What follows belongs to an exercise in optimizing a design on an open flow for small area; a production flow would make more cautious choices. At most, simulation tests tie the RTL to the original design; equivalence was not proved. For runs 2 and 3, only the layout was checked, not whether the RTL still works.

==> flow/design.v (outline; a module is shown in full before it is edited, if it fits) <==
// module tv80_reg: 65 lines
// module tv80_alu: 161 lines
// module tv80_mcode: 2184 lines
// module tv80_core: 1146 lines
// module tv80s: 111 lines
module tv80s
#(
    parameter Mode    = 0,   
    parameter T2Write = 1,   
    parameter IOWait  = 1    
)
(
    input         reset_n, 
    input         clk, 
    input         cen,       
    input         wait_n, 
    input         int_n, 
    input         nmi_n, 
    input         busrq_n, 
    output        busak_n, 
    output        m1_n, 
    output        mreq_n, 
    output        iorq_n, 
    output        rd_n, 
    output        wr_n, 
    output        rfsh_n, 
    output        halt_n, 
    output [15:0] A, 
    input  [7:0]  di,
    output [7:0]  dout
);
  // ...
==> flow/flow/run.sh <==
#!/bin/bash
# ORFS flow (the standard.sh) with:
#  - an area-oriented ABC script (deepsyn + area-recovering mapping) in place
#    of ORFS's speed script; OpenROAD repairs timing as usual afterwards,
#  - no extraction of adders into half/full-adder cells before ABC, so that
#    ABC optimizes the arithmetic together with the rest of the logic,
#  - the buffers that timing-driven global placement inserts removed again
#    right after it (repair_design / repair_timing add back what is needed),
#    with a 0.15 ns setup margin for repair_timing, and a slightly
#    pessimistic wire RC for the repair after global routing,
#  - CTS without dummy loads, with clkbuf_8 leaf buffers,
#  - port buffers from the smallest buffer cell,
set -euo pipefail
rm -rf scripts_local
cp -r "$FLOW_HOME/scripts" scripts_local
cp flow/abc_map.script scripts_local/abc_speed.script
bash standard.sh SCRIPTS_DIR="$PWD/scripts_local" ADDER_MAP_FILE= \
  "CTS_ARGS=-sink_clustering_enable -repair_clock_nets -dont_use_dummy_load -sink_clustering_size 16 -sink_clustering_max_diameter 60 -buf_list sky130_fd_sc_hd__clkbuf_8 -root_buf sky130_fd_sc_hd__clkbuf_16" \
  "BUFFER_PORTS_ARGS=-buffer_cell sky130_fd_sc_hd__buf_1" \
  PLACE_DENSITY=0.75 \
  POST_GLOBAL_PLACE_TCL="$PWD/flow/post_gpl.tcl" \
  SETUP_SLACK_MARGIN=0.15 \
  PRE_GLOBAL_ROUTE_TCL="$PWD/flow/pre_grt.tcl" \
  finish > standard.log 2>&1
==> flow/flow/abc_map.script <==
&get -n
&st
&deepsyn -J 20
&dch -f
&nf -R 1000 -C 32 -F 10 -A 10 -p
&put
topo
stime -c
==> flow/flow/post_gpl.tcl <==
# Drop the buffers that timing-driven global placement added (instances named
# place*): each buffer's loads are moved back to its input net. repair_design
# and repair_timing later add back only the buffers that are needed.
set block [ord::get_db_block]
set n 0
foreach inst [$block getInsts] {
  if {![string match "place*" [$inst getName]]} { continue }
  set master [$inst getMaster]
  if {![string match "sky130_fd_sc_hd__buf_*" [$master getName]]} { continue }
  set in_net [[$inst findITerm A] getNet]
  set out_net [[$inst findITerm X] getNet]
  if {$in_net == "NULL" || $out_net == "NULL"} { continue }
  if {[llength [$out_net getBTerms]] > 0} { continue }
  foreach it [$out_net getITerms] {
    if {[$it getInst] == $inst} { continue }
    $it disconnect
    $it connect $in_net
  }
  odb::dbInst_destroy $inst
  odb::dbNet_destroy $out_net
  incr n
}
puts "post-gpl: removed $n placement buffers"
==> flow/flow/pre_grt.tcl <==
# Make the global-route parasitic estimate more pessimistic than the
# platform's (wires 10% more resistive and capacitive), so that the timing
# repair after global routing leaves margin for detailed routing.
set rc_scale 1.1
foreach {layer c r} {
  li1  1.499e-04   7.176e-02
  met1 1.72375E-04 8.929e-04
  met2 1.36233E-04 8.929e-04
  met3 2.14962E-04 1.567e-04
  met4 1.48128E-04 1.567e-04
  met5 1.54087E-04 1.781e-05
} {
  set_layer_rc -layer $layer -capacitance [expr {$c * $rc_scale}] -resistance [expr {$r * $rc_scale}]
}
set_wire_rc -signal -layer met1
set_wire_rc -clock -layer met3
puts "pre-grt: layer RC scaled by $rc_scale"
==> flow/standard.sh <==
#!/bin/bash
# synth_recipe.tcl (not shown) runs the flow's synth.tcl, then flattens the netlist and writes it again
# the make line also repeats each setting of config.mk as NAME=value (left out here)
make -C /OpenROAD-flow-scripts/flow DESIGN_CONFIG=/design/flow/config.mk WORK_HOME=/design/flow/orfs CLKGATE_MAP_FILE= SYNTH_SCRIPT=/design/flow/synth_recipe.tcl "${@:-finish}"
==> flow/config.mk <==
export PLATFORM = sky130hd
export DESIGN_NAME = tv80s
export DESIGN_NICKNAME = tv80s
export VERILOG_FILES = /design/flow/design.v
export SDC_FILE = /design/flow/constraint.sdc
export NUM_CORES = 8
export LEC_CHECK = 0
export CAP_MARGIN = 5
export CORE_MARGIN = 2
export CORE_UTILIZATION = 40
export SLEW_MARGIN = 5
==> flow/constraint.sdc <==
create_clock -name core_clock -period 10.0 [get_ports {clk}]
set_input_delay 2.0000 -clock core_clock [delete_from_list [all_inputs] [get_ports {clk}]]
set_output_delay 2.0000 -clock core_clock [all_outputs]
set_load 0.01 [all_outputs]
==> run notes, run 1 <==
Final nets=2540; Post-Layout Cell Count=3222; DR vias=23800; Die ar.=56300 um^2; compound-cell area share of the yosys netlist=27.5%; DRC viols=0; highest routed layer=met5; IO Pins=47; DP Area=23200 um^2; fraction of area in multi-input gates=51.5%; crit path DAT=9660 ps; met1 Resource Use GR=47.9%; status=no timing/DRC/antenna violations; worst slew pin tran=1360 ps; comb_multi_in=2021; Max FO, Critical Path=16; first-pass GRT wire length=154000 um; clock network area share=2.31%; Slew headroom=9.10%; top post-synthesis cells by area=edfxtp_1 (23%), dfrtp_1 (14%), dfstp_2 (6.4%), nor2_1 (5.5%), nand2_1 (5.0%); Synth top area share=22.8%
==> module tv80_core, before the edit <==
module tv80_core ( 
  m1_n, iorq, no_read, write, rfsh_n, halt_n, busak_n, A, dout, mc,
  ts, intcycle_n, IntE, stop,
  reset_n, clk, cen, wait_n, int_n, nmi_n, busrq_n, dinst, di
  );
  parameter Mode = 1;    
  parameter IOWait = 1;  
  parameter Flag_C = 0;
  parameter Flag_N = 1;
  parameter Flag_P = 2;
  parameter Flag_X = 3;
  parameter Flag_H = 4;
  parameter Flag_Y = 5;
  parameter Flag_Z = 6;
  parameter Flag_S = 7;
  input     reset_n;            
  input     clk;                
  input     cen;                
  input     wait_n;             
  input     int_n;              
  input     nmi_n;              
  input     busrq_n;            
  output    m1_n;               
  output    iorq;               
  output    no_read;            
  output    write;              
  output    rfsh_n;             
  output    halt_n;             
  output    busak_n;            
  output [15:0] A; 
  input [7:0]   dinst;  
  input [7:0]   di;     
  output [7:0]  dout;     
  output [6:0]  mc;     
  output [6:0]  ts;     
  output        intcycle_n;     
  output        IntE;           
  output        stop;           
  reg    m1_n;          
  reg    iorq; 
  reg    halt_n;                
  reg    busak_n;               
  reg [15:0] A; 
  reg [7:0]  dout;        
  reg [6:0]  mc;        
  reg [6:0]  ts;        
  reg   intcycle_n;     
  reg   IntE;           
  reg   stop;           
  parameter     aNone    = 3'b111;
  parameter     aBC      = 3'b000;
  parameter     aDE      = 3'b001;
  parameter     aXY      = 3'b010;
  parameter     aIOA     = 3'b100;
  parameter     aSP      = 3'b101;
  parameter     aZI      = 3'b110;
  reg [7:0]     ACC, F;
  reg [7:0]     Ap, Fp;
  reg [7:0]     I;
  reg [15:0]    SP, PC;
  reg [7:0]     RegDIH;
  reg [7:0]     RegDIL;
  wire [15:0]   RegBusA;
  wire [15:0]   RegBusB;
  wire [15:0]   RegBusC;
  wire          RegSelC;
  assign RegBusC = RegBusA;
  wire          BusA_steal = RegSelC &
                             ~Set_BusA_To[3] & ~(Set_BusA_To[2] & Set_BusA_To[1]) &
                             (Set_BusB_To[3] | (Set_BusB_To[2] & Set_BusB_To[1]));
  reg [2:0]     RegAddrA_r;
  reg [2:0]     RegAddrA;
  reg [2:0]     RegAddrB_r;
  reg [2:0]     RegAddrB;
  reg [2:0]     RegAddrC;
  reg           RegWEH;
  reg           RegWEL;
  reg           Alternate;
  reg [15:0]    TmpAddr;         
  reg [7:0]     IR;              
  reg [1:0]     ISet;            
  reg [1:0]     DHswap;          
  reg [2:0]     id_addr_r;       
  reg           id_w_r;          
  reg           id_dir_r;        
  reg           id_z_r;          
  reg           id_sp_r;         
  reg [2:0]     RegAddrA_r_d;
  wire [7:0]    IR_nx = (IntCycle & (IStatus == 2'b01)) ? 8'hFF :
                        (Halt_FF | (IntCycle & (IStatus == 2'b10)) | NMICycle) ? 8'h00 : dinst;
  wire [1:0]    ISet_nx = ((Prefix == 2'b01) | (Prefix == 2'b10)) ? Prefix : 2'b00;
  wire [1:0]    XY_nx = (Prefix == 2'b11) ? (IR[5] ? 2'b10 : 2'b01) :
                        (Prefix == 2'b01) ? XY_State : 2'b00;
  wire          f_rr = (ISet_nx == 2'b00) & (IR_nx[7:6] == 2'b00) & (IR_nx[2:0] == 3'b011) & (IR_nx[5:4] != 2'b11);  
  wire          f_bc = (ISet_nx == 2'b10) & (IR_nx[7:5] == 3'b101) & (IR_nx[2:1] == 2'b00);   
  wire          f_w  = f_rr | f_bc;                       
  wire [1:0]    f_pair = f_rr ? IR_nx[5:4] : 2'b00;
  wire          f_dir = f_rr ? IR_nx[3] : 1'b1;
  wire          f_z  = f_w & (f_pair == 2'b00);            
  wire          m1t3 = tstate[3] & mcycle[0];
  reg [15:0]    ID16;
  reg [7:0]     Save_Mux;
  reg [2:0]     ts_b;
  reg [2:0]     mc_b;
  wire [6:0]    tstate = 7'b0000001 << ts_b;
  wire [6:0]    mcycle = 7'b0000001 << mc_b;
  reg           last_mcycle, last_tstate;
  reg           IntE_FF1;
  reg           IntE_FF2;
  reg           Halt_FF;
  reg           BusReq_s;
  reg           BusAck;
  reg           ClkEn;
  reg           NMI_s;
  reg           INT_s;
  reg [1:0]     IStatus;
  reg [7:0]     DI_Reg;
  reg           T_Res;
  reg [1:0]     XY_State;
  reg [2:0]     Pre_XY_F_M;
  reg           NextIs_XY_Fetch;
  reg           XY_Ind;
  reg           No_BTR;
  reg           BTR_r;
  reg           Auto_Wait;
  reg           Auto_Wait_t1;
  reg           Auto_Wait_t2;
  reg           IncDecZ;
  reg [7:0]     BusB;
  reg [7:0]     BusA;
  wire [7:0]    ALU_Q;
  wire [7:0]    F_Out;
  reg [4:0]     Read_To_Reg_r;
  reg           Arith16_r;
  reg           Z16_r;
  reg [3:0]     ALU_Op_r;
  reg           Save_ALU_r;
  reg           PreserveC_r;
  wire [2:0]    mcycles_d;
  wire [2:0]    tstates;
  reg           IntCycle;
  reg           NMICycle;
  wire          Inc_PC;
  wire          Inc_WZ;
  wire [3:0]    IncDec_16;
  wire [1:0]    Prefix;
  wire          Read_To_Acc;
  wire          Read_To_Reg;
  wire [3:0]     Set_BusB_To;
  wire [3:0]     Set_BusA_To;
  wire [3:0]     ALU_Op;
  wire           Save_ALU;
  wire           PreserveC;
  wire           Arith16;
  wire [2:0]     Set_Addr_To;
  wire           Jump;
  wire           JumpE;
  wire           JumpXY;
  wire           Call;
  wire           RstP;
  wire           LDZ;
  wire           LDW;
  wire           LDSPHL;
  wire           iorq_i;
  wire [2:0]     Special_LD;
  wire           ExchangeDH;
  wire           ExchangeRp;
  wire           ExchangeAF;
  wire           ExchangeRS;
  wire           I_DJNZ;
  wire           I_CPL;
  wire           I_CCF;
  wire           I_SCF;
  wire           I_RETN;
  wire           I_BT;
  wire           I_BC;
  wire           I_BTR;
  wire           I_RLD;
  wire           I_RRD;
  wire           I_INRC;
  wire           SetDI;
  wire           SetEI;
  wire [1:0]     IMode;
  wire           Halt;
  reg [15:0]     PC16;
  reg [7:0]      PC16_B;
  reg [15:0]     SP16, SP16_A;
  reg [7:0]      SP16_B;
  reg            Oldnmi_n;
  tv80_mcode #(Mode, Flag_C, Flag_N, Flag_P, Flag_X, Flag_H, Flag_Y, Flag_Z, Flag_S) i_mcode
    (
     .IR                   (IR),
     .ISet                 (ISet),
     .MCycle               (mcycle),
     .F                    (F),
     .NMICycle             (NMICycle),
     .IntCycle             (IntCycle),
     .MCycles              (mcycles_d),
     .TStates              (tstates),
     .Prefix               (Prefix),
     .Inc_PC               (Inc_PC),
     .Inc_WZ               (Inc_WZ),
     .IncDec_16            (IncDec_16),
     .Read_To_Acc          (Read_To_Acc),
     .Read_To_Reg          (Read_To_Reg),
     .Set_BusB_To          (Set_BusB_To),
     .Set_BusA_To          (Set_BusA_To),
     .ALU_Op               (ALU_Op),
     .Save_ALU             (Save_ALU),
     .PreserveC            (PreserveC),
     .Arith16              (Arith16),
     .Set_Addr_To          (Set_Addr_To),
     .IORQ                 (iorq_i),
     .Jump                 (Jump),
     .JumpE                (JumpE),
     .JumpXY               (JumpXY),
     .Call                 (Call),
     .RstP                 (RstP),
     .LDZ                  (LDZ),
     .LDW                  (LDW),
     .LDSPHL               (LDSPHL),
     .Special_LD           (Special_LD),
     .ExchangeDH           (ExchangeDH),
     .ExchangeRp           (ExchangeRp),
     .ExchangeAF           (ExchangeAF),
     .ExchangeRS           (ExchangeRS),
     .I_DJNZ               (I_DJNZ),
     .I_CPL                (I_CPL),
     .I_CCF                (I_CCF),
     .I_SCF                (I_SCF),
     .I_RETN               (I_RETN),
     .I_BT                 (I_BT),
     .I_BC                 (I_BC),
     .I_BTR                (I_BTR),
     .I_RLD                (I_RLD),
     .I_RRD                (I_RRD),
     .I_INRC               (I_INRC),
     .SetDI                (SetDI),
     .SetEI                (SetEI),
     .IMode                (IMode),
     .Halt                 (Halt),
     .NoRead               (no_read),
     .Write                (write)
     );
  tv80_alu #(Mode, Flag_C, Flag_N, Flag_P, Flag_X, Flag_H, Flag_Y, Flag_Z, Flag_S) i_alu
    (
     .Arith16              (Arith16_r),
     .Z16                  (Z16_r),
     .ALU_Op               (ALU_Op_r),
     .IR                   (IR[5:0]),
     .ISet                 (ISet),
     .BusA                 (BusA),
     .BusB                 (BusB),
     .F_In                 (F),
     .Q                    (ALU_Q),
     .F_Out                (F_Out)
     );
  function [15:0] incdec16;
    input [15:0] a;
    input        dec;
    reg   [15:0] x, c;
    integer      k;
    begin
      x = a ^ {16{dec}};
      c[0] = 1'b1;
      for (k = 1; k < 16; k = k + 1)
        c[k] = c[k-1] & x[k-1];
      incdec16 = a ^ c;
    end
  endfunction
  function [15:0] add16s8;
    input [15:0] a;
    input [7:0]  b;
    reg   [8:0]  lo;
    reg   [7:0]  x, c;
    reg          inc, dec;
    integer      k;
    begin
      lo  = {1'b0, a[7:0]} + {1'b0, b};
      inc = lo[8] & ~b[7];
      dec = ~lo[8] & b[7];
      x = a[15:8] ^ {8{dec}};
      c[0] = inc | dec;
      for (k = 1; k < 8; k = k + 1)
        c[k] = c[k-1] & x[k-1];
      add16s8 = {a[15:8] ^ c, lo[7:0]};
    end
  endfunction
  function [6:0] number_to_bitvec;
    input [2:0] num;
    begin
      case (num)
        1 : number_to_bitvec = 7'b0000001;
        2 : number_to_bitvec = 7'b0000010;
        3 : number_to_bitvec = 7'b0000100;
        4 : number_to_bitvec = 7'b0001000;
        5 : number_to_bitvec = 7'b0010000;
        6 : number_to_bitvec = 7'b0100000;
        7 : number_to_bitvec = 7'b1000000;
        default : number_to_bitvec = 7'bx;
      endcase  
    end
  endfunction  
  function [2:0] mcyc_to_number;
    input [6:0] mcyc;
    begin
      casez (mcyc)
        7'b1zzzzzz : mcyc_to_number = 3'h7;
        7'b01zzzzz : mcyc_to_number = 3'h6;
        7'b001zzzz : mcyc_to_number = 3'h5;
        7'b0001zzz : mcyc_to_number = 3'h4;
        7'b00001zz : mcyc_to_number = 3'h3;
        7'b000001z : mcyc_to_number = 3'h2;
        7'b0000001 : mcyc_to_number = 3'h1;
        default : mcyc_to_number = 3'h1;
      endcase
    end
  endfunction
  always @*
    begin
      case (mcycles_d)
        1 : last_mcycle = mcycle[0];
        2 : last_mcycle = mcycle[1];
        3 : last_mcycle = mcycle[2];
        4 : last_mcycle = mcycle[3];
        5 : last_mcycle = mcycle[4];
        6 : last_mcycle = mcycle[5];
        7 : last_mcycle = mcycle[6];
        default : last_mcycle = 1'bx;
      endcase  
      case (tstates)
        0 : last_tstate = tstate[0];
        1 : last_tstate = tstate[1];
        2 : last_tstate = tstate[2];
        3 : last_tstate = tstate[3];
        4 : last_tstate = tstate[4];
        5 : last_tstate = tstate[5];
        6 : last_tstate = tstate[6];
        default : last_tstate = 1'bx;
      endcase
    end  
  always @*
    begin
      ClkEn = cen && ~ BusAck;
      if (last_tstate)
        T_Res = 1'b1;
      else T_Res = 1'b0;
      if (XY_State != 2'b00 && XY_Ind == 1'b0 &&
          ((Set_Addr_To == aXY) ||
           (mcycle[0] && IR == 8'b11001011) ||
           (mcycle[0] && IR == 8'b00110110)))
        NextIs_XY_Fetch = 1'b1;
      else 
        NextIs_XY_Fetch = 1'b0;
      if (ExchangeRp)
        Save_Mux = BusB;
      else if (!Save_ALU_r)
        Save_Mux = DI_Reg;
      else
        Save_Mux = ALU_Q;
    end  
  reg        s_jp, s_jxy, s_call, s_nmi, s_im2, s_def, s_jmp;
  reg        a_dt, a_c, a_t, a_pc, a_io, a_sp, a_inc;
  reg [15:0] A_next;
  reg [15:0] TmpAddr_inc;
  always @*
    begin
      s_jp   = Jump;
      s_jxy  = ~Jump & JumpXY;
      s_call = ~Jump & ~JumpXY & (Call | RstP);
      s_nmi  = ~Jump & ~JumpXY & ~(Call | RstP) & last_mcycle & NMICycle;
      s_im2  = ~Jump & ~JumpXY & ~(Call | RstP) & ~(last_mcycle & NMICycle) &
               mcycle[2] & IntCycle & (IStatus == 2'b10);
      s_def  = ~Jump & ~JumpXY & ~(Call | RstP) & ~(last_mcycle & NMICycle) &
               ~(mcycle[2] & IntCycle & (IStatus == 2'b10));
      s_jmp  = ~s_def;
      a_dt  = s_jp | (s_def & (Set_Addr_To == aZI) & ~Inc_WZ);
      a_c   = s_jxy | (s_def & (((Set_Addr_To == aXY) & (XY_State == 2'b00)) |
                                 (Set_Addr_To == aBC) | (Set_Addr_To == aDE)));
      a_t   = s_call | (s_def & (Set_Addr_To == aXY) & (XY_State != 2'b00) & ~NextIs_XY_Fetch);
      a_pc  = s_def & (((Set_Addr_To == aXY) & (XY_State != 2'b00) & NextIs_XY_Fetch) |
                       (Set_Addr_To == 3'b011) | (Set_Addr_To == aNone));
      a_io  = s_def & (Set_Addr_To == aIOA);
      a_sp  = s_def & (Set_Addr_To == aSP);
      a_inc = s_def & (Set_Addr_To == aZI) & Inc_WZ;
      TmpAddr_inc = PC16;    
      A_next[15:8] = ({8{a_dt}}  & DI_Reg)         |
                     ({8{a_c}}   & RegBusC[15:8])  |
                     ({8{a_t}}   & TmpAddr[15:8])  |
                     ({8{s_im2}} & I)              |
                     ({8{a_pc}}  & PC[15:8])       |
                     ({8{a_io}}  & ACC)            |
                     ({8{a_sp}}  & SP[15:8])       |
                     ({8{a_inc}} & TmpAddr_inc[15:8]);
      A_next[7:0]  = ({8{a_dt | a_t | s_im2}} & TmpAddr[7:0]) |
                     ({8{a_c}}   & RegBusC[7:0])   |
                     ({8{s_nmi}} & 8'h66)          |
                     ({8{a_pc}}  & PC[7:0])        |
                     ({8{a_io}}  & DI_Reg)         |
                     ({8{a_sp}}  & SP[7:0])        |
                     ({8{a_inc}} & TmpAddr_inc[7:0]);
    end
  reg a_c_r, ldsphl_r;
  always @ (posedge clk)
    if (ClkEn)
      begin
        a_c_r    <= a_c;
        ldsphl_r <= LDSPHL;
      end
  assign RegSelC = (a_c_r & ~(tstate[2] | (tstate[3] & mcycle[0]))) |
                   (ldsphl_r & ~(mcycle[0] & (tstate[1] | tstate[2] | tstate[3]))) |
                   (tstate[3] & mcycle[5]);
  always @ (posedge clk or negedge reset_n)
    begin
      if (reset_n == 1'b0 ) 
        begin
          PC <= 0;   
          A <= 0;
          TmpAddr <= 0;
          IR <= 8'b00000000;
          ISet <= 2'b00;
          XY_State <= 2'b00;
          IStatus <= 2'b00;
          dout <= 8'b00000000;
          ACC <= 8'hFF;
          F <= 8'hFF;
          Ap <= 8'hFF;
          Fp <= 8'hFF;
          I <= 0;
          SP <= 16'hFFFF;
          Alternate <= 1'b0;
          Read_To_Reg_r <= 5'b00000;
          Arith16_r <= 1'b0;
          BTR_r <= 1'b0;
          Z16_r <= 1'b0;
          ALU_Op_r <= 4'b0000;
          Save_ALU_r <= 1'b0;
          PreserveC_r <= 1'b0;
          XY_Ind <= 1'b0;
        end 
      else 
        begin
          if (ClkEn == 1'b1 ) 
            begin
              ALU_Op_r <= 4'b0000;
              Save_ALU_r <= 1'b0;
              Read_To_Reg_r <= 5'b00000;
              if (IMode != 2'b11 ) 
                begin
                  IStatus <= IMode;
                end
              Arith16_r <= Arith16;
              PreserveC_r <= PreserveC;
              if (ISet == 2'b10 && ALU_Op[2] == 1'b0 && ALU_Op[0] == 1'b1 && mcycle[2] ) 
                begin
                  Z16_r <= 1'b1;
                end 
              else 
                begin
                  Z16_r <= 1'b0;
                end
              if (mcycle[0] && (tstate[1] | tstate[2] | tstate[3] )) 
                begin
                  if (tstate[2] && wait_n == 1'b1 ) 
                    begin
                      if (Jump == 1'b0 && Call == 1'b0 && NMICycle == 1'b0 && IntCycle == 1'b0 && ~ (Halt_FF == 1'b1 || Halt == 1'b1) ) 
                        begin
                          PC <= PC16;
                        end
                      if (IntCycle == 1'b1 && IStatus == 2'b01 ) 
                        begin
                          IR <= 8'b11111111;
                        end 
                      else if (Halt_FF == 1'b1 || (IntCycle == 1'b1 && IStatus == 2'b10) || NMICycle == 1'b1 ) 
                        begin
                          IR <= 8'b00000000;
			  TmpAddr[7:0] <= dinst;  
                        end 
                      else 
                        begin
                          IR <= dinst;
                        end
                      ISet <= 2'b00;
                      if (Prefix != 2'b00 ) 
                        begin
                          if (Prefix == 2'b11 ) 
                            begin
                              if (IR[5] == 1'b1 ) 
                                begin
                                  XY_State <= 2'b10;
                                end 
                              else 
                                begin
                                  XY_State <= 2'b01;
                                end
                            end 
                          else 
                            begin
                              if (Prefix == 2'b10 ) 
                                begin
                                  XY_State <= 2'b00;
                                  XY_Ind <= 1'b0;
                                end
                              ISet <= Prefix;
                            end
                        end 
                      else 
                        begin
                          XY_State <= 2'b00;
                          XY_Ind <= 1'b0;
                        end
                    end  
                end 
              else 
                begin
                  if (mcycle[5] ) 
                    begin
                      XY_Ind <= 1'b1;
                      if (Prefix == 2'b01 ) 
                        begin
                          ISet <= 2'b01;
                        end
                    end
                  if (T_Res == 1'b1 ) 
                    begin
                      BTR_r <= (I_BT || I_BC || I_BTR) && ~ No_BTR;
                      A <= A_next;
                      if (s_jmp)
                        PC <= A_next;
                      Save_ALU_r <= Save_ALU;
                      ALU_Op_r <= ALU_Op;
                      if (I_CPL == 1'b1 ) 
                        begin
                          ACC <= ~ ACC;
                          F[Flag_Y] <= ~ ACC[5];
                          F[Flag_H] <= 1'b1;
                          F[Flag_X] <= ~ ACC[3];
                          F[Flag_N] <= 1'b1;
                        end
                      if (I_CCF == 1'b1 ) 
                        begin
                          F[Flag_C] <= ~ F[Flag_C];
                          F[Flag_Y] <= ACC[5];
                          F[Flag_H] <= F[Flag_C];
                          F[Flag_X] <= ACC[3];
                          F[Flag_N] <= 1'b0;
                        end
                      if (I_SCF == 1'b1 ) 
                        begin
                          F[Flag_C] <= 1'b1;
                          F[Flag_Y] <= ACC[5];
                          F[Flag_H] <= 1'b0;
                          F[Flag_X] <= ACC[3];
                          F[Flag_N] <= 1'b0;
                        end
                    end  
                  if (tstate[2] && wait_n == 1'b1 ) 
                    begin
                      if (ISet == 2'b01 && mcycle[6] ) 
                        begin
                          IR <= dinst;
                        end
                      if (JumpE == 1'b1 ) 
                        begin
                          PC <= PC16;
                        end 
                      else if (Inc_PC == 1'b1 ) 
                        begin
                          PC <= PC16;
                        end
                      if (BTR_r == 1'b1 ) 
                        begin
                          PC <= PC16;
                        end
                      if (RstP == 1'b1 ) 
                        begin
                          TmpAddr <= { 10'h0, IR[5:3], 3'h0 };
                        end
                    end
                  if (tstate[3] && mcycle[5] ) 
                    begin
                      TmpAddr <= SP16;
                    end
                  if ((tstate[2] && wait_n == 1'b1) || (tstate[4] && mcycle[0]) ) 
                    begin
                      if (IncDec_16[2:0] == 3'b111 ) 
                        begin
                          SP <= SP16;
                        end
                    end
                  if (LDSPHL == 1'b1 ) 
                    begin
                      SP <= RegBusC;
                    end
                  if (ExchangeAF == 1'b1 ) 
                    begin
                      Ap <= ACC;
                      ACC <= Ap;
                      Fp <= F;
                      F <= Fp;
                    end
                  if (ExchangeRS == 1'b1 ) 
                    begin
                      Alternate <= ~ Alternate;
                    end
                end  
              if (tstate[3] ) 
                begin
                  if (LDZ == 1'b1 ) 
                    begin
                      TmpAddr[7:0] <= DI_Reg;
                    end
                  if (LDW == 1'b1 ) 
                    begin
                      TmpAddr[15:8] <= DI_Reg;
                    end
                  if (Special_LD[2] == 1'b1 ) 
                    begin
                      case (Special_LD[1:0])
                        2'b00 :
                          begin
                            ACC <= I;
                            F[Flag_P] <= IntE_FF2;
			    F[Flag_Z] <= (I == 0);
			    F[Flag_S] <= I[7];
			    F[Flag_H] <= 0;
			    F[Flag_N] <= 0; 
                          end
                        2'b01 :
                          begin
                            ACC <= 0;
                            F[Flag_P] <= IntE_FF2;
			    F[Flag_Z] <= (I == 0);
			    F[Flag_S] <= I[7];
			    F[Flag_H] <= 0;
			    F[Flag_N] <= 0; 
                          end
                        2'b10 :
                          I <= ACC;
                        default : ;
                      endcase
                    end
                end  
              if ((I_DJNZ == 1'b0 && Save_ALU_r == 1'b1) || ALU_Op_r == 4'b1001 ) 
                begin
                  if (Mode == 3 ) 
                    begin
                      F[6] <= F_Out[6];
                      F[5] <= F_Out[5];
                      F[7] <= F_Out[7];
                      if (PreserveC_r == 1'b0 ) 
                        begin
                          F[4] <= F_Out[4];
                        end
                    end 
                  else 
                    begin
                      F[7:1] <= F_Out[7:1];
                      if (PreserveC_r == 1'b0 ) 
                        begin
                          F[Flag_C] <= F_Out[0];
                        end
                    end
                end  
              if (T_Res == 1'b1 && I_INRC == 1'b1 ) 
                begin
                  F[Flag_H] <= 1'b0;
                  F[Flag_N] <= 1'b0;
                  if (DI_Reg[7:0] == 8'b00000000 ) 
                    begin
                      F[Flag_Z] <= 1'b1;
                    end 
                  else 
                    begin
                      F[Flag_Z] <= 1'b0;
                    end
                  F[Flag_S] <= DI_Reg[7];
                  F[Flag_P] <= ~ (^DI_Reg[7:0]);
                end  
              if (tstate[1] && Auto_Wait_t1 == 1'b0 ) 
                begin
                  dout <= BusB;
                  if (I_RLD == 1'b1 ) 
                    begin
                      dout[3:0] <= BusA[3:0];
                      dout[7:4] <= BusB[3:0];
                    end
                  if (I_RRD == 1'b1 ) 
                    begin
                      dout[3:0] <= BusB[7:4];
                      dout[7:4] <= BusA[3:0];
                    end
                end
              if (T_Res == 1'b1 ) 
                begin
                  Read_To_Reg_r[3:0] <= Set_BusA_To;
                  Read_To_Reg_r[4] <= Read_To_Reg;
                  if (Read_To_Acc == 1'b1 ) 
                    begin
                      Read_To_Reg_r[3:0] <= 4'b0111;
                      Read_To_Reg_r[4] <= 1'b1;
                    end
                end
              if (tstate[1] && I_BT == 1'b1 ) 
                begin
                  F[Flag_X] <= ALU_Q[3];
                  F[Flag_Y] <= ALU_Q[1];
                  F[Flag_H] <= 1'b0;
                  F[Flag_N] <= 1'b0;
                end
              if (I_BC == 1'b1 || I_BT == 1'b1 ) 
                begin
                  F[Flag_P] <= IncDecZ;
                end
              if ((tstate[1] && Save_ALU_r == 1'b0 && Auto_Wait_t1 == 1'b0) ||
                  (Save_ALU_r == 1'b1 && ALU_Op_r != 4'b0111) ) 
                begin
                  case (Read_To_Reg_r)
                    5'b10111 :
                      ACC <= Save_Mux;
                    5'b10110 :
                      dout <= Save_Mux;
                    5'b11000 :
                      SP[7:0] <= Save_Mux;
                    5'b11001 :
                      SP[15:8] <= Save_Mux;
                    5'b11011 :
                      F <= Save_Mux;
                    default : ;
                  endcase
                end  
            end  
        end  
    end
  always @ (posedge clk)
    begin
      if (ClkEn == 1'b1 ) 
        begin
          RegAddrA_r <= RegAddrA_r_d;
          if (mcycle[0] & tstate[2] & wait_n)
            begin
              if (XY_nx == 2'b00)
                id_addr_r <= { Alternate, f_pair };
              else if (f_pair == 2'b10)
                id_addr_r <= { XY_nx[1], 2'b11 };
              else
                id_addr_r <= RegAddrA_r_d;
              id_w_r   <= f_w;
              id_dir_r <= f_dir;
              id_z_r   <= f_z;
              id_sp_r  <= 1'b0;
            end
          else
            begin
              if (XY_State == 2'b00)
                id_addr_r <= { Alternate, IncDec_16[1:0] };
              else if (IncDec_16[1:0] == 2'b10)
                id_addr_r <= { XY_State[1], 2'b11 };
              else
                id_addr_r <= RegAddrA_r_d;
              id_w_r   <= IncDec_16[2] & (IncDec_16[1:0] != 2'b11);
              id_dir_r <= IncDec_16[3];
              id_z_r   <= (IncDec_16[2:0] == 3'b100);
              id_sp_r  <= (IncDec_16[1:0] == 2'b11);
            end
          RegAddrB_r <= { Alternate, Set_BusB_To[2:1] };
          if (XY_Ind == 1'b0 && XY_State != 2'b00 && Set_BusB_To[2:1] == 2'b10 ) 
            begin
              RegAddrB_r <= { XY_State[1],  2'b11 };
            end
          RegAddrC <= { Alternate,  Set_Addr_To[1:0] };
          if ((JumpXY == 1'b1 || LDSPHL == 1'b1) ) 
            begin
              RegAddrC <= { Alternate, 2'b10 };
            end
          if (((JumpXY == 1'b1 || LDSPHL == 1'b1) && XY_State != 2'b00) || (mcycle[5]) ) 
            begin
              RegAddrC <= { XY_State[1],  2'b11 };
            end
          if (I_DJNZ == 1'b1 && Save_ALU_r == 1'b1 && Mode < 2 ) 
            begin
              IncDecZ <= F_Out[Flag_Z];
            end
          if ((tstate[2] | m1t3) & id_z_r)
            begin
              if (RegBusA == (id_dir_r ? 16'h0001 : 16'hFFFF) ) 
                begin
                  IncDecZ <= 1'b0;
                end 
              else 
                begin
                  IncDecZ <= 1'b1;
                end
            end
          if (ExchangeDH == 1'b1 && tstate[4])
            begin
              if (Alternate)
                DHswap[1] <= ~DHswap[1];
              else
                DHswap[0] <= ~DHswap[0];
            end
        end
    end  
  always @*
    begin
      RegAddrA_r_d = { Alternate, Set_BusA_To[2:1] };
      if (XY_Ind == 1'b0 && XY_State != 2'b00 && Set_BusA_To[2:1] == 2'b10 )
        RegAddrA_r_d = { XY_State[1],  2'b11 };
      if (tstate[2] | m1t3)
        RegAddrA = id_addr_r;
      else
        RegAddrA = RegAddrA_r;
      RegAddrB = BusA_steal ? RegAddrA_r : RegAddrB_r;
    end  
  always @*
    begin
      RegWEH = 1'b0;
      RegWEL = 1'b0;
      if ((tstate[1] && ~Save_ALU_r && ~Auto_Wait_t1) ||
          (Save_ALU_r && (ALU_Op_r != 4'b0111)) ) 
        begin
          case (Read_To_Reg_r)
            5'b10000 , 5'b10001 , 5'b10010 , 5'b10011 , 5'b10100 , 5'b10101 :
              begin
                RegWEH = ~ Read_To_Reg_r[0];
                RegWEL = Read_To_Reg_r[0];
              end  
            default : ;
          endcase  
        end  
      if (((tstate[2] & wait_n & ~mcycle[0]) | m1t3) & id_w_r)
        begin
          RegWEH = 1'b1;
          RegWEL = 1'b1;
        end
    end  
  always @*
    begin
      RegDIH = Save_Mux;
      RegDIL = Save_Mux;
      if (((tstate[2] & ~mcycle[0]) | m1t3) & id_w_r)
        begin
          RegDIH = ID16[15:8];
          RegDIL = ID16[7:0];
        end
    end
  tv80_reg i_reg
    (
     .clk                  (clk),
     .CEN                  (ClkEn),
     .DHswap               (DHswap),
     .WEH                  (RegWEH),
     .WEL                  (RegWEL),
     .AddrA                (RegAddrA),
     .AddrA_r              (RegAddrA_r),
     .IncDecT              (tstate[2] | (tstate[3] & mcycle[0])),
     .AddrB                (RegAddrB),
     .AddrC                (RegAddrC),
     .DIH                  (RegDIH),
     .DIL                  (RegDIL),
     .DOAH                 (RegBusA[15:8]),
     .DOAL                 (RegBusA[7:0]),
     .DOBH                 (RegBusB[15:8]),
     .DOBL                 (RegBusB[7:0]),
     .SelC                 (RegSelC)
     );
  always @ (posedge clk)
    begin
      if (ClkEn == 1'b1 ) 
        begin
          case (Set_BusB_To)
            4'b0111 :
              BusB <= ACC;
            4'b0000 , 4'b0001 , 4'b0010 , 4'b0011 , 4'b0100 , 4'b0101 :
              begin
                if (Set_BusB_To[0] == 1'b1 ) 
                  begin
                    BusB <= RegBusB[7:0];
                  end 
                else 
                  begin
                    BusB <= RegBusB[15:8];
                  end
              end
            4'b0110 :
              BusB <= DI_Reg;
            4'b1000 :
              BusB <= SP[7:0];
            4'b1001 :
              BusB <= SP[15:8];
            4'b1010 :
              BusB <= 8'b00000001;
            4'b1011 :
              BusB <= F;
            4'b1100 :
              BusB <= PC[7:0];
            4'b1101 :
              BusB <= PC[15:8];
            4'b1110 :
              BusB <= 8'b00000000;
            default :
              BusB <= 8'h0;
          endcase
          case (Set_BusA_To)
            4'b0111 :
              BusA <= ACC;
            4'b0000 , 4'b0001 , 4'b0010 , 4'b0011 , 4'b0100 , 4'b0101 :
              begin
                if (Set_BusA_To[0] == 1'b1 )
                  begin
                    BusA <= BusA_steal ? RegBusB[7:0] : RegBusA[7:0];
                  end 
                else 
                  begin
                    BusA <= BusA_steal ? RegBusB[15:8] : RegBusA[15:8];
                  end
              end
            4'b0110 :
              BusA <= DI_Reg;
            4'b1000 :
              BusA <= SP[7:0];
            4'b1001 :
              BusA <= SP[15:8];
            4'b1010 :
              BusA <= 8'b00000000;
            default :
              BusA <=  8'h0;
          endcase
        end
    end
  assign rfsh_n = 1'b1;
  always @*
    begin
      mc = mcycle;
      ts = tstate;
      DI_Reg = di;
      halt_n = ~ Halt_FF;
      busak_n = ~ BusAck;
      intcycle_n = ~ IntCycle;
      IntE = IntE_FF1;
      iorq = iorq_i;
      stop = I_DJNZ;
    end
  always @ (posedge clk or negedge reset_n)
    begin : sync_inputs
      if (~reset_n) 
        begin
          BusReq_s <= 1'b0;
          INT_s <= 1'b0;
          NMI_s <= 1'b0;
          Oldnmi_n <= 1'b0;
        end 
      else
        begin
          if (cen == 1'b1 ) 
            begin
              BusReq_s <= ~ busrq_n;
              INT_s <= ~ int_n;
              if (NMICycle == 1'b1 ) 
                begin
                  NMI_s <= 1'b0;
                end 
              else if (nmi_n == 1'b0 && Oldnmi_n == 1'b1 ) 
                begin
                  NMI_s <= 1'b1;
                end
              Oldnmi_n <= nmi_n;
            end
        end
    end
  always @ (posedge clk or negedge reset_n)
    begin
      if (reset_n == 1'b0 ) 
        begin
          mc_b <= 3'd0;
          ts_b <= 3'd0;
          Pre_XY_F_M <= 3'b000;
          Halt_FF <= 1'b0;
          BusAck <= 1'b0;
          NMICycle <= 1'b0;
          IntCycle <= 1'b0;
          IntE_FF1 <= 1'b0;
          IntE_FF2 <= 1'b0;
          No_BTR <= 1'b0;
          Auto_Wait_t1 <= 1'b0;
          Auto_Wait_t2 <= 1'b0;
          m1_n <= 1'b1;
        end 
      else
        begin
          if (cen == 1'b1 ) 
            begin
              if (T_Res == 1'b1 ) 
                begin
                  Auto_Wait_t1 <= 1'b0;
                end 
              else 
                begin
		  Auto_Wait_t1 <= Auto_Wait || (iorq_i & ~Auto_Wait_t2);
                end
              Auto_Wait_t2 <= Auto_Wait_t1 & !T_Res;
              No_BTR <= (I_BT && (~ IR[4] || ~ F[Flag_P])) ||
                        (I_BC && (~ IR[4] || F[Flag_Z] || ~ F[Flag_P])) ||
                        (I_BTR && (~ IR[4] || F[Flag_Z]));
              if (tstate[2] ) 
                begin
                  if (SetEI == 1'b1 ) 
                    begin
                      if (!NMICycle)
                        IntE_FF1 <= 1'b1;
                      IntE_FF2 <= 1'b1;
                    end
                  if (I_RETN == 1'b1 ) 
                    begin
                      IntE_FF1 <= IntE_FF2;
                    end
                end
              if (tstate[3] ) 
                begin
                  if (SetDI == 1'b1 ) 
                    begin
                      IntE_FF1 <= 1'b0;
                      IntE_FF2 <= 1'b0;
                    end
                end
              if (IntCycle == 1'b1 || NMICycle == 1'b1 ) 
                begin
                  Halt_FF <= 1'b0;
                end
              if (mcycle[0] && tstate[2] && wait_n == 1'b1 ) 
                begin
                  m1_n <= 1'b1;
                end
              if (BusReq_s == 1'b1 && BusAck == 1'b1 ) 
                begin
                end 
              else 
                begin
                  BusAck <= 1'b0;
                  if (tstate[2] && wait_n == 1'b0 ) 
                    begin
                    end 
                  else if (T_Res == 1'b1 ) 
                    begin
                      if (Halt == 1'b1 ) 
                        begin
                          Halt_FF <= 1'b1;
                        end
                      if (BusReq_s == 1'b1 ) 
                        begin
                          BusAck <= 1'b1;
                        end 
                      else 
                        begin
                          ts_b <= 3'd1;
                          if (NextIs_XY_Fetch == 1'b1 ) 
                            begin
                              mc_b <= 3'd5;
                              Pre_XY_F_M <= mc_b + 3'd1;
                              if (IR == 8'b00110110 && Mode == 0 ) 
                                begin
                                  Pre_XY_F_M <= 3'b010;
                                end
                            end 
                          else if ((mcycle[6]) || (mcycle[5] && Mode == 1 && ISet != 2'b01) ) 
                            begin
                              mc_b <= Pre_XY_F_M;
                            end 
                          else if ((last_mcycle) ||
                                   No_BTR == 1'b1 ||
                                   (mcycle[1] && I_DJNZ == 1'b1 && IncDecZ == 1'b1) ) 
                            begin
                              m1_n <= 1'b0;
                              mc_b <= 3'd0;
                              IntCycle <= 1'b0;
                              NMICycle <= 1'b0;
                              if (NMI_s == 1'b1 && Prefix == 2'b00 ) 
                                begin
                                  NMICycle <= 1'b1;
                                  IntE_FF1 <= 1'b0;
                                end 
                              else if ((IntE_FF1 == 1'b1 && INT_s == 1'b1) && Prefix == 2'b00 && SetEI == 1'b0 ) 
                                begin
                                  IntCycle <= 1'b1;
                                  IntE_FF1 <= 1'b0;
                                  IntE_FF2 <= 1'b0;
                                end
                            end 
                          else 
                            begin
                              mc_b <= (mc_b == 3'd6) ? 3'd0 : mc_b + 3'd1;
                            end
                        end
                    end 
                  else 
                    begin    
                      if ( ~(Auto_Wait == 1'b1 && Auto_Wait_t2 == 1'b0) &&
                           ~(IOWait == 1 && iorq_i == 1'b1 && Auto_Wait_t1 == 1'b0) ) 
                        begin
                          ts_b <= (ts_b == 3'd6) ? 3'd0 : ts_b + 3'd1;
                        end
                    end
                end
              if (tstate[0]) 
                begin
                  m1_n <= 1'b0;
                end
            end
        end
    end
  always @*
    begin
      if (~tstate[2])
        PC16_B = 8'h01;
      else if (JumpE == 1'b1)
        PC16_B = DI_Reg;
      else if (BTR_r == 1'b1)
        PC16_B = 8'hFE;            
      else
        PC16_B = 8'h01;
      PC16 = add16s8(tstate[2] ? PC : TmpAddr, PC16_B);
      if (tstate[3] & mcycle[5])
        begin
          SP16_A = RegBusA;
          SP16_B = DI_Reg;
        end
      else
        begin
          SP16_A = id_sp_r ? SP : RegBusA;
          SP16_B = id_dir_r ? 8'hFF : 8'h01;
        end
      SP16 = add16s8(SP16_A, SP16_B);
      ID16 = SP16;
    end  
  always @*
    begin
      Auto_Wait = 1'b0;
      if (IntCycle == 1'b1 || NMICycle == 1'b1 ) 
        begin
          if (mcycle[0] ) 
            begin
              Auto_Wait = 1'b1;
            end
        end
    end  
endmodule  
==> run 2, diff against run 1 <==
--- a/flow/design.v
+++ b/flow/design.v
@@ -2814,11 +2814,4 @@
     end
-  reg a_c_r, ldsphl_r;
-  always @ (posedge clk)
-    if (ClkEn)
-      begin
-        a_c_r    <= a_c;
-        ldsphl_r <= LDSPHL;
-      end
-  assign RegSelC = (a_c_r & ~(tstate[2] | (tstate[3] & mcycle[0]))) |
-                   (ldsphl_r & ~(mcycle[0] & (tstate[1] | tstate[2] | tstate[3]))) |
+  assign RegSelC = (T_Res & a_c) |
+                   (LDSPHL & ~(mcycle[0] & (tstate[1] | tstate[2] | tstate[3]))) |
                    (tstate[3] & mcycle[5]);
==> flow/flow/abc_map.script (replaced) <==
&get -n
&st
&deepsyn -J 20
&dch
&nf -R 1000 -C 32 -F 10 -A 10
&put
topo
stime -c
==> run 2 against run 1 <==
Setup slack improved by 23 ps. Critical endpoint is now i_tv80_core.i_reg.RegsH[4][4]$_DFFE_PP_. Still clean. Final cell count rose by 1.9%. Highest routed layer unchanged. Clock-buffer cell count rose by 1.
==> run notes, run 2 <==
status=no timing/DRC/antenna violations (unchanged); Seq cells post-synth=340 (was 342); fillcell total=5165 (was 5225); pin count of the biggest net entering global routing=158 (was 162); Area growth syn-to-layout=13.4% (was 9.63%); sequential area share after synthesis=43.0% (was 43.4%); DR vias=24500 (was 23800); CP startpoint kind=register (unchanged); drt initial violations=4643 (was 4463); Max FO, Critical Path=13 (was 16); CTS tree=built (unchanged); Worst EP required=10400 ps (was 10310 ps); most frequent cells after synthesis=nand2_1 (304), nor2_1 (299), o21ai_0 (185) (was nor2_1 (317), nand2_1 (292), a21oi_1 (199)); cell count after synthesis=2434 (was 2421); Max Fclk=0.107 GHz (about the same); max-slew violations=0 (unchanged); final wirelength=110000 um (was 108000 um); DRC viols=0 (unchanged); multi-input logic area=12800 um^2 (was 12300 um^2); GR Overflow Total=0 (unchanged); drt via density=7.46 (was 7.40); ys async rst share=52.1% (was 51.8%); register area=9430 um^2 (was 9460 um^2); Die ar.=56500 um^2 (was 56300 um^2); IO Port Bufs=45 (unchanged); fin crit period=9330 ps (was 9350 ps); Rows=85 (unchanged); Final nets=2602 (was 2540); Synth top area share=22.4% (was 22.8%); worst hold path endpoint=i_tv80_core.IntE_FF2$_DFFE_PN0P_ (was iorq_n_reg$_DFFE_PN1P_); min-delay src=i_tv80_core.IntE_FF1$_DFFE_PN0P_ (was iorq_n_reg$_DFFE_PN1P_); crit end category=register (unchanged); DP HPWL=80000 um (was 78700 um); CTS max path bufs=3 (unchanged); H-tree depth=2 (unchanged); R2R Path End=i_tv80_core.i_reg.RegsH[4][4]$_DFFE_PP_ (was i_tv80_core.i_reg.RegsH[0][7]$_DFFE_PP_); IO Pins=47 (unchanged); CP max stage cell=dfrtp_2 (was nor2_1); placed cells=3184 (was 3181); number of synthesized flops with an enable pin=163 (was 165); Yosys top cell by area=edfxtp_1 (unchanged); crit-path most repeated cell=nand2_1 (was nor2_1); Mapped Area=21800 um^2 (about the same); first-pass GRT wire length=158000 um (was 154000 um); max_cap viols=0 (unchanged); yosys warns=7 (unchanged); top_reg_cell synth=edfxtp_1 (unchanged); commonest non-fill, non-tap cell in the layout=nand2_1 (was nor2_1); Worst-path clk slew=100 ps (was 90 ps); count of final setup violators=0 (unchanged); CTS buffer count=37 (was 36); Critical Path Max Stage Delay=530 ps (was 990 ps); total track usage=37.8% (was 37.0%); FF-to-FF Start=i_tv80_core.IR[3]$_DFFE_PN0P_ (was i_tv80_core.ts_b[2]$_DFFE_PN0P_); vias in the first global route=22600 (was 22200); Top Registers=i_tv80_core.i_reg.RegsH (64), i_tv80_core.i_reg.RegsL (64) (unchanged); post-route cell area=24800 um^2 (was 23900 um^2); Post-CTS Hold Fix Bufs=0 (unchanged); final hold vios=0 (unchanged); unrepaired setup endpoints after global routing=no (unchanged); crit path DAT=9730 ps (was 9660 ps); Sink Count=340 (was 342); Slew headroom=1.60% (was 9.10%); die width=238 um (was 237 um); synth unique cells=65 (was 69); Antenna Violating Nets Remaining=0 (unchanged); share of layout cells above drive strength 1=11.0% (was 6.46%); DP Area=23100 um^2 (was 23200 um^2); count leader, synth=nand2_1 (was nor2_1); Hold Path Depth=1 (was 2); worst slew pin tran=1480 ps (was 1360 ps); top post-synthesis cells by area=edfxtp_1 (22%), dfrtp_1 (14%), dfstp_2 (6.4%), nand2_1 (5.2%), nor2_1 (5.1%) (was edfxtp_1 (23%), dfrtp_1 (14%), dfstp_2 (6.4%), nor2_1 (5.5%), nand2_1 (5.0%)); WL/cell=33.6 um (was 33.4 um); Mapped Nets=2449 (was 2436); R2R depth=43 (was 30); initial antenna violation count=3 (was 4); Clock Latency Late Sink=560 ps (was 580 ps); Tcrit/Tclk final=93.3% (was 93.5%); Die H=238 um (was 237 um); Mapped Avg Cell Area=8.97 um^2 (was 8.99 um^2); Root Buffer=clkbuf_16 (unchanged); clk_skew=70.3 ps (was 93.1 ps); Worst Hold Class=register to register (unchanged); crit path kind=register to register (unchanged); Pre-Repair DR Iteration Count=13 (was 11); CORE AREA=53900 um^2 (was 53800 um^2); Initial Utilization=40.5% (was 40.4%); Post-Layout Cell Count=3283 (was 3222); commonest non-fill, non-tap cells in the layout=nand2_1 (296), nor2_1 (269), o21ai_0 (177), a21oi_1 (173), edfxtp_1 (163) (was nor2_1 (300), nand2_1 (290), a21oi_1 (199), edfxtp_1 (165), o21ai_0 (155)); R2R Setup Slk=670 ps (was 650 ps)
-- run 2: cell types whose count changed in the layout (fill, tap and decap cells not counted), sizes merged, moves of 14 or more --
cell | previous run | this run
o221ai | 41 | 18
buf | 65 | 112
o21ai | 160 | 185
xor2 | 28 | 42
nor3 | 75 | 50
a221o | 18 | 32
nor2 | 317 | 299
a22o | 9 | 26
a21oi | 199 | 182
a221oi | 39 | 57
nand3 | 69 | 103
-- run 2: how the worst max path moves through the flow --
stage | startpoint | endpoint | slack [ps] | cells after the start
after floorplan | i_tv80_core.IR[2]$_DFFE_PN0P_ | i_tv80_core.i_reg.RegsH[0][4]$_DFFE_PP_ | 320 | 39
after global routing | i_tv80_core.IR[6]$_DFFE_PN0P_ | i_tv80_core.i_reg.RegsH[5][7]$_DFFE_PP_ | 70 | 44
after detailed placement | i_tv80_core.IR[5]$_DFFE_PN0P_ | i_tv80_core.i_reg.RegsH[4][4]$_DFFE_PP_ | -4330 | 39
after CTS | i_tv80_core.IR[2]$_DFFE_PN0P_ | i_tv80_core.i_reg.RegsH[5][5]$_DFFE_PP_ | 160 | 44
after global placement | i_tv80_core.IR[4]$_DFFE_PN0P_ | i_tv80_core.i_reg.RegsH[7][4]$_DFFE_PP_ | 700 | 42
final | i_tv80_core.IR[3]$_DFFE_PN0P_ | i_tv80_core.i_reg.RegsH[4][4]$_DFFE_PP_ | 670 | 43
-- run 2: cell type report --
type,count,area share (%)
Sequential cell,340,38.1
Inverter,61,0.995
Clock buffer,37,2.28
Antenna cell,2,0.0202
Timing Repair Buffer,115,3.56
Tap cell,696,3.52
Multi-Input combinational cell,2032,51.6
-- run 2: kinds of logic after synthesis --
group	after synthesis	share of synthesized area, %
compound gates	894	28.7
fa+ha+maj	6	0.275
other cells	1	0.0172
xor+xnor	86	3.45
mux	57	2.83
simple gates	988	20.7
flops	340	43.0
buf+inv	62	1.08
-- run 2: critical path, delay by kind of cell (launching register included) --
family          cells  cell delay [ps]
flops               1              530
mux                 1              340
compound gates     16             2830
simple gates       18             2830
buf+inv             3              860
fa+ha+maj           3             1240
xor+xnor            2              550
-- run 2: routing by layer --
layer / share of wire [%] / GRT usage (%) / vias up
met5: 0.024 / 0 / -
met4: 7.0 / 21.0 / 4
met3: 14 / 10.6 / 579
met2: 41 / 55.4 / 2132
met1: 38 / 50.3 / 11800
li1: - / - / 9951
-- run 2: repair_timing --
item | 4_1_cts | 5_1_grt
gates cloned | 0 | 0
pin swaps | 13 | 13
endpoints found under the setup margin | 209 | 90
gates resized for setup | 90 | 65
buffers inserted | 21 | 37
-- run 2: per-stage QoR --
step	hold slack, ps	worst slack (ps)	setup TNS (ps)	utilization (%)
finish	482	670	0	45.9
global route	516	66.6	0	45.9
CTS	474	165	0	44.8
detailed placement	473	-4330	-550560	42.9
global placement	468	703	0	44.5
floorplan	449	324	0	-
==> run 3, diff against run 2 <==
--- a/flow/design.v
+++ b/flow/design.v
@@ -2468,6 +2468,11 @@
   parameter     aZI      = 3'b110;
-  reg [7:0]     ACC, F;
-  reg [7:0]     Ap, Fp;
+  reg [7:0]     ACC_n, F_n;
+  wire [7:0]    ACC = ~ACC_n;
+  wire [7:0]    F = ~F_n;
+  reg [7:0]     Ap_n, Fp_n;
+  wire [7:0]    Ap = ~Ap_n;
+  wire [7:0]    Fp = ~Fp_n;
   reg [7:0]     I;
-  reg [15:0]    SP, PC;
+  reg [15:0]    SP_n, PC;
+  wire [15:0]   SP = ~SP_n;
   reg [7:0]     RegDIH;
@@ -2814,4 +2819,11 @@
     end
-  assign RegSelC = (T_Res & a_c) |
-                   (LDSPHL & ~(mcycle[0] & (tstate[1] | tstate[2] | tstate[3]))) |
+  reg a_c_r, ldsphl_r;
+  always @ (posedge clk)
+    if (ClkEn)
+      begin
+        a_c_r    <= a_c;
+        ldsphl_r <= LDSPHL;
+      end
+  assign RegSelC = (a_c_r & ~(tstate[2] | (tstate[3] & mcycle[0]))) |
+                   (ldsphl_r & ~(mcycle[0] & (tstate[1] | tstate[2] | tstate[3]))) |
                    (tstate[3] & mcycle[5]);
@@ -2829,8 +2841,8 @@
           dout <= 8'b00000000;
-          ACC <= 8'hFF;
-          F <= 8'hFF;
-          Ap <= 8'hFF;
-          Fp <= 8'hFF;
+          ACC_n <= ~(8'hFF);
+          F_n <= ~(8'hFF);
+          Ap_n <= ~(8'hFF);
+          Fp_n <= ~(8'hFF);
           I <= 0;
-          SP <= 16'hFFFF;
+          SP_n <= ~(16'hFFFF);
           Alternate <= 1'b0;
@@ -2938,7 +2950,7 @@
                         begin
-                          ACC <= ~ ACC;
-                          F[Flag_Y] <= ~ ACC[5];
-                          F[Flag_H] <= 1'b1;
-                          F[Flag_X] <= ~ ACC[3];
-                          F[Flag_N] <= 1'b1;
+                          ACC_n <= ~(~ ACC);
+                          F_n[Flag_Y] <= ~(~ ACC[5]);
+                          F_n[Flag_H] <= ~(1'b1);
+                          F_n[Flag_X] <= ~(~ ACC[3]);
+                          F_n[Flag_N] <= ~(1'b1);
                         end
@@ -2946,7 +2958,7 @@
                         begin
-                          F[Flag_C] <= ~ F[Flag_C];
-                          F[Flag_Y] <= ACC[5];
-                          F[Flag_H] <= F[Flag_C];
-                          F[Flag_X] <= ACC[3];
-                          F[Flag_N] <= 1'b0;
+                          F_n[Flag_C] <= ~(~ F[Flag_C]);
+                          F_n[Flag_Y] <= ~(ACC[5]);
+                          F_n[Flag_H] <= ~(F[Flag_C]);
+                          F_n[Flag_X] <= ~(ACC[3]);
+                          F_n[Flag_N] <= ~(1'b0);
                         end
@@ -2954,7 +2966,7 @@
                         begin
-                          F[Flag_C] <= 1'b1;
-                          F[Flag_Y] <= ACC[5];
-                          F[Flag_H] <= 1'b0;
-                          F[Flag_X] <= ACC[3];
-                          F[Flag_N] <= 1'b0;
+                          F_n[Flag_C] <= ~(1'b1);
+                          F_n[Flag_Y] <= ~(ACC[5]);
+                          F_n[Flag_H] <= ~(1'b0);
+                          F_n[Flag_X] <= ~(ACC[3]);
+                          F_n[Flag_N] <= ~(1'b0);
                         end
@@ -2992,3 +3004,3 @@
                         begin
-                          SP <= SP16;
+                          SP_n <= ~(SP16);
                         end
@@ -2997,3 +3009,3 @@
                     begin
-                      SP <= RegBusC;
+                      SP_n <= ~(RegBusC);
                     end
@@ -3001,6 +3013,6 @@
                     begin
-                      Ap <= ACC;
-                      ACC <= Ap;
-                      Fp <= F;
-                      F <= Fp;
+                      Ap_n <= ~(ACC);
+                      ACC_n <= ~(Ap);
+                      Fp_n <= ~(F);
+                      F_n <= ~(Fp);
                     end
@@ -3026,8 +3038,8 @@
                           begin
-                            ACC <= I;
-                            F[Flag_P] <= IntE_FF2;
-			    F[Flag_Z] <= (I == 0);
-			    F[Flag_S] <= I[7];
-			    F[Flag_H] <= 0;
-			    F[Flag_N] <= 0; 
+                            ACC_n <= ~(I);
+                            F_n[Flag_P] <= ~(IntE_FF2);
+			    F_n[Flag_Z] <= ~((I == 0));
+			    F_n[Flag_S] <= ~(I[7]);
+			    F_n[Flag_H] <= ~(0);
+			    F_n[Flag_N] <= ~(0);
                           end
@@ -3035,8 +3047,8 @@
                           begin
-                            ACC <= 0;
-                            F[Flag_P] <= IntE_FF2;
-			    F[Flag_Z] <= (I == 0);
-			    F[Flag_S] <= I[7];
-			    F[Flag_H] <= 0;
-			    F[Flag_N] <= 0; 
+                            ACC_n <= ~(0);
+                            F_n[Flag_P] <= ~(IntE_FF2);
+			    F_n[Flag_Z] <= ~((I == 0));
+			    F_n[Flag_S] <= ~(I[7]);
+			    F_n[Flag_H] <= ~(0);
+			    F_n[Flag_N] <= ~(0);
                           end
@@ -3052,8 +3064,8 @@
                     begin
-                      F[6] <= F_Out[6];
-                      F[5] <= F_Out[5];
-                      F[7] <= F_Out[7];
+                      F_n[6] <= ~(F_Out[6]);
+                      F_n[5] <= ~(F_Out[5]);
+                      F_n[7] <= ~(F_Out[7]);
                       if (PreserveC_r == 1'b0 ) 
                         begin
-                          F[4] <= F_Out[4];
+                          F_n[4] <= ~(F_Out[4]);
                         end
@@ -3062,6 +3074,6 @@
                     begin
-                      F[7:1] <= F_Out[7:1];
+                      F_n[7:1] <= ~(F_Out[7:1]);
                       if (PreserveC_r == 1'b0 ) 
                         begin
-                          F[Flag_C] <= F_Out[0];
+                          F_n[Flag_C] <= ~(F_Out[0]);
                         end
@@ -3071,7 +3083,7 @@
                 begin
-                  F[Flag_H] <= 1'b0;
-                  F[Flag_N] <= 1'b0;
+                  F_n[Flag_H] <= ~(1'b0);
+                  F_n[Flag_N] <= ~(1'b0);
                   if (DI_Reg[7:0] == 8'b00000000 ) 
                     begin
-                      F[Flag_Z] <= 1'b1;
+                      F_n[Flag_Z] <= ~(1'b1);
                     end 
@@ -3079,6 +3091,6 @@
                     begin
-                      F[Flag_Z] <= 1'b0;
+                      F_n[Flag_Z] <= ~(1'b0);
                     end
-                  F[Flag_S] <= DI_Reg[7];
-                  F[Flag_P] <= ~ (^DI_Reg[7:0]);
+                  F_n[Flag_S] <= ~(DI_Reg[7]);
+                  F_n[Flag_P] <= ~(~ (^DI_Reg[7:0]));
                 end  
@@ -3110,6 +3122,6 @@
                 begin
-                  F[Flag_X] <= ALU_Q[3];
-                  F[Flag_Y] <= ALU_Q[1];
-                  F[Flag_H] <= 1'b0;
-                  F[Flag_N] <= 1'b0;
+                  F_n[Flag_X] <= ~(ALU_Q[3]);
+                  F_n[Flag_Y] <= ~(ALU_Q[1]);
+                  F_n[Flag_H] <= ~(1'b0);
+                  F_n[Flag_N] <= ~(1'b0);
                 end
@@ -3117,3 +3129,3 @@
                 begin
-                  F[Flag_P] <= IncDecZ;
+                  F_n[Flag_P] <= ~(IncDecZ);
                 end
@@ -3124,3 +3136,3 @@
                     5'b10111 :
-                      ACC <= Save_Mux;
+                      ACC_n <= ~(Save_Mux);
                     5'b10110 :
@@ -3128,7 +3140,7 @@
                     5'b11000 :
-                      SP[7:0] <= Save_Mux;
+                      SP_n[7:0] <= ~(Save_Mux);
                     5'b11001 :
-                      SP[15:8] <= Save_Mux;
+                      SP_n[15:8] <= ~(Save_Mux);
                     5'b11011 :
-                      F <= Save_Mux;
+                      F_n <= ~(Save_Mux);
                     default : ;
--- a/flow/flow/run.sh
+++ b/flow/flow/run.sh
@@ -4,4 +4,2 @@
 #    of ORFS's speed script; OpenROAD repairs timing as usual afterwards,
-#  - no extraction of adders into half/full-adder cells before ABC, so that
-#    ABC optimizes the arithmetic together with the rest of the logic,
 #  - the buffers that timing-driven global placement inserts removed again
@@ -12,2 +10,3 @@
 #  - port buffers from the smallest buffer cell,
+#  - a higher placement density.
 set -euo pipefail
@@ -16,3 +15,3 @@
 cp flow/abc_map.script scripts_local/abc_speed.script
-bash standard.sh SCRIPTS_DIR="$PWD/scripts_local" ADDER_MAP_FILE= \
+bash standard.sh SCRIPTS_DIR="$PWD/scripts_local" \
   "CTS_ARGS=-sink_clustering_enable -repair_clock_nets -dont_use_dummy_load -sink_clustering_size 16 -sink_clustering_max_diameter 60 -buf_list sky130_fd_sc_hd__clkbuf_8 -root_buf sky130_fd_sc_hd__clkbuf_16" \
--- a/flow/config.mk
+++ b/flow/config.mk
@@ -7,5 +7,5 @@
 export LEC_CHECK = 0
-export CAP_MARGIN = 5
+export CAP_MARGIN = 20
 export CORE_MARGIN = 2
 export CORE_UTILIZATION = 40
-export SLEW_MARGIN = 5
+export SLEW_MARGIN = 20
==> run 3 against run 2 <==
Still clean on timing, DRC and antenna. Synthesized cell count is 9.8% higher. Via count is 6.3% higher. Sequential share of layout area is 1.4 points lower. Clock-buffer cell count is 1 higher. Flip-flop and latch count is 2 higher. Register-to-register slack worse by 60 ps. First-iteration DRC count is 21% higher. Setup slack worse by 62 ps. Synthesized area is 6.7% higher. Final area is 3.5% higher. Highest routed layer unchanged.
==> run notes, run 3 <==
max_cap viols=0 (unchanged); WL/cell=32.1 um (was 33.6 um); R2R Setup Slk=610 ps (was 670 ps); final wirelength=114000 um (was 110000 um); CTS buffer count=38 (was 37); Tcrit/Tclk final=93.9% (was 93.3%); Mapped Area=23300 um^2 (was 21800 um^2); Die ar.=60200 um^2 (was 56500 um^2); unrepaired setup endpoints after global routing=no (unchanged); most frequent cells after synthesis=nand2_1 (329), nor2_1 (324), a21oi_1 (197) (was nand2_1 (304), nor2_1 (299), o21ai_0 (185)); final hold vios=0 (unchanged); drt initial violations=5604 (was 4643); Initial Utilization=40.4% (was 40.5%); top_reg_cell synth=dfrtp_1 (was edfxtp_1); Die H=245 um (was 238 um); count leader, synth=nand2_1 (unchanged); synth unique cells=70 (was 65); total track usage=36.9% (was 37.8%); Seq cells post-synth=342 (was 340); Mapped Avg Cell Area=8.72 um^2 (was 8.97 um^2); status=no timing/DRC/antenna violations (unchanged); Worst-path clk slew=80 ps (was 100 ps); Mapped Nets=2747 (was 2449); Synth top area share=21.3% (was 22.4%); vias in the first global route=24100 (was 22600); CP startpoint kind=register (unchanged); placed cells=3494 (was 3184); crit path DAT=9700 ps (was 9730 ps); Sink Count=342 (was 340); R2R depth=23 (was 43); DR vias=26000 (was 24500); Area growth syn-to-layout=10.0% (was 13.4%); CORE AREA=57700 um^2 (was 53900 um^2); yosys warns=7 (unchanged); CTS tree=built (unchanged); Antenna Violating Nets Remaining=0 (unchanged); FF-to-FF Start=i_tv80_core.IR[1]$_DFFE_PN0P_ (was i_tv80_core.IR[3]$_DFFE_PN0P_); pin count of the biggest net entering global routing=138 (was 158); DP Area=24800 um^2 (was 23100 um^2); Worst EP required=10310 ps (was 10400 ps); top post-synthesis cells by area=edfxtp_1 (21%), dfrtp_1 (18%), nand2_1 (5.3%), nor2_1 (5.2%), a21oi_1 (4.2%) (was edfxtp_1 (22%), dfrtp_1 (14%), dfstp_2 (6.4%), nand2_1 (5.2%), nor2_1 (5.1%)); die width=245 um (was 238 um); Max FO, Critical Path=33 (was 13); IO Port Bufs=45 (unchanged); clk_skew=92.8 ps (was 70.3 ps); Root Buffer=clkbuf_16 (unchanged); Final nets=2847 (was 2602); Hold Path Depth=2 (was 1); crit path kind=register to register (unchanged); H-tree depth=2 (unchanged); crit end category=register (unchanged); share of layout cells above drive strength 1=4.98% (was 11.0%); drt via density=7.35 (was 7.46); commonest non-fill, non-tap cell in the layout=nand2_1 (unchanged); worst slew pin tran=1250 ps (was 1480 ps); initial antenna violation count=3 (unchanged); CTS max path bufs=3 (unchanged); Slew headroom=17.0% (was 1.60%); GR Overflow Total=0 (unchanged); first-pass GRT wire length=164000 um (was 158000 um); Top Registers=i_tv80_core.i_reg.RegsH (64), i_tv80_core.i_reg.RegsL (64) (unchanged); sequential area share after synthesis=40.3% (was 43.0%); count of final setup violators=0 (unchanged); Rows=88 (was 85); IO Pins=47 (unchanged); Post-Layout Cell Count=3539 (was 3283); Final Core Density=44.5% (was 45.9%)
[run 3: how the worst min path moves through the flow]
stage	endpoint	start	slack, ps
final	i_tv80_core.A[4]$_DFFE_PN0P_	i_tv80_core.A[4]$_DFFE_PN0P_	470
after detailed placement	i_tv80_core.A[4]$_DFFE_PN0P_	i_tv80_core.A[4]$_DFFE_PN0P_	470
after global placement	i_tv80_core.Ap_n[7]$_DFFE_PN0P_	i_tv80_core.Ap_n[7]$_DFFE_PN0P_	460
after global routing	i_tv80_core.A[4]$_DFFE_PN0P_	i_tv80_core.A[4]$_DFFE_PN0P_	500
after CTS	i_tv80_core.A[4]$_DFFE_PN0P_	i_tv80_core.A[4]$_DFFE_PN0P_	480
after floorplan	i_tv80_core.Ap_n[7]$_DFFE_PN0P_	i_tv80_core.Ap_n[7]$_DFFE_PN0P_	440
[run 3: layer usage]
layer	vias to the layer above	global-route usage (%)	wire, um
li1	10700	-	-
met1	12200	48.0	41400
met2	2392	53.8	46700
met3	663	11.6	16900
met4	2	21.5	8710
met5	-	0	12
[run 3: through the flow]
stage / setup WS (ps) / setup TNS, ps / hold WS [ps]
3_5_place_dp: -69.5 / -773 / 471
4_1_cts: 279 / 0 / 479
6_report: 608 / 0 / 470
2_1_floorplan: 1920 / 0 / 445
5_1_grt: 130 / 0 / 501
3_3_place_gp: 1610 / 0 / 455
[run 3: logic make-up after synthesis]
family,Yosys count,share of synthesized area [%]
adder cells (fa/ha/maj),60,3.35
AND/OR/NAND/NOR,1106,21.8
buffers and inverters,103,1.68
AO/OA/AOI/OAI,954,28.5
flip-flops,342,40.3
multiplexers,49,2.21
other,1,0.0161
XOR/XNOR,57,2.14
[run 3: cell type report]
type | instances | area (um^2)
inverter | 102 | 393
antenna | 4 | 10.0
sequential | 342 | 9400
timing repair buffer | 61 | 399
multi-input combinational | 2227 | 13900
fill | 5653 | 32000
tap | 765 | 957
clock buffer | 38 | 579
[run 3: repair_timing]
action,in CTS,in global routing
hold buffers,0,0
endpoints found under the setup margin,35,102
gates resized for setup,9,31
setup buffers,0,0
[run 3: critical path, cell delays in order, from the launching register on]
cell and delay, ps:
dfrtp_2 700, nor2_2 520, nand2_1 500, nor2_1 420, nor2_1 150, nand2_1 170, nor3_1 120, nor4_2 600
nand4_1 330, nor3_1 390, nand2b_1 340, o311a_1 460, nand2b_1 150, a21oi_1 470, nor2_1 130, or3_1 440
nand2_1 240, nand2_1 380, mux2i_1 840, nor2b_2 390, a22o_1 340, a221oi_1 240, nand3_1 370, a221o_1 420

==> re-timing with driven ports <==
Ports are ideal in the flow. The routed layouts listed here were re-timed in OpenROAD. Step 1 (the two cells are an assumption about what drives the block):
set clk [get_ports {clk}]
set_driving_cell -lib_cell sky130_fd_sc_hd__clkbuf_16 $clk
set_driving_cell -lib_cell sky130_fd_sc_hd__buf_2 [delete_from_list [all_inputs] $clk]
Step 2 also shifts input and output timing later by t, the mid clock arrival at the registers, as if the neighbouring blocks saw the same clock. Three values: no drivers, after step 1, after step 2; two values: the first two.
run	shift t [ns]	setup slack, ns	worst data-port slew with drivers (ns)	cell pins on the clock port's net
run 1	0.596	0.647 / 0.647 / 0.647	0.05	1
run 2	0.586	0.670 / 0.670 / 0.670	0.05	1
run 3	0.591	0.608 / 0.608 / 0.608	0.06	1
After both steps setup and hold are still met in every run listed.
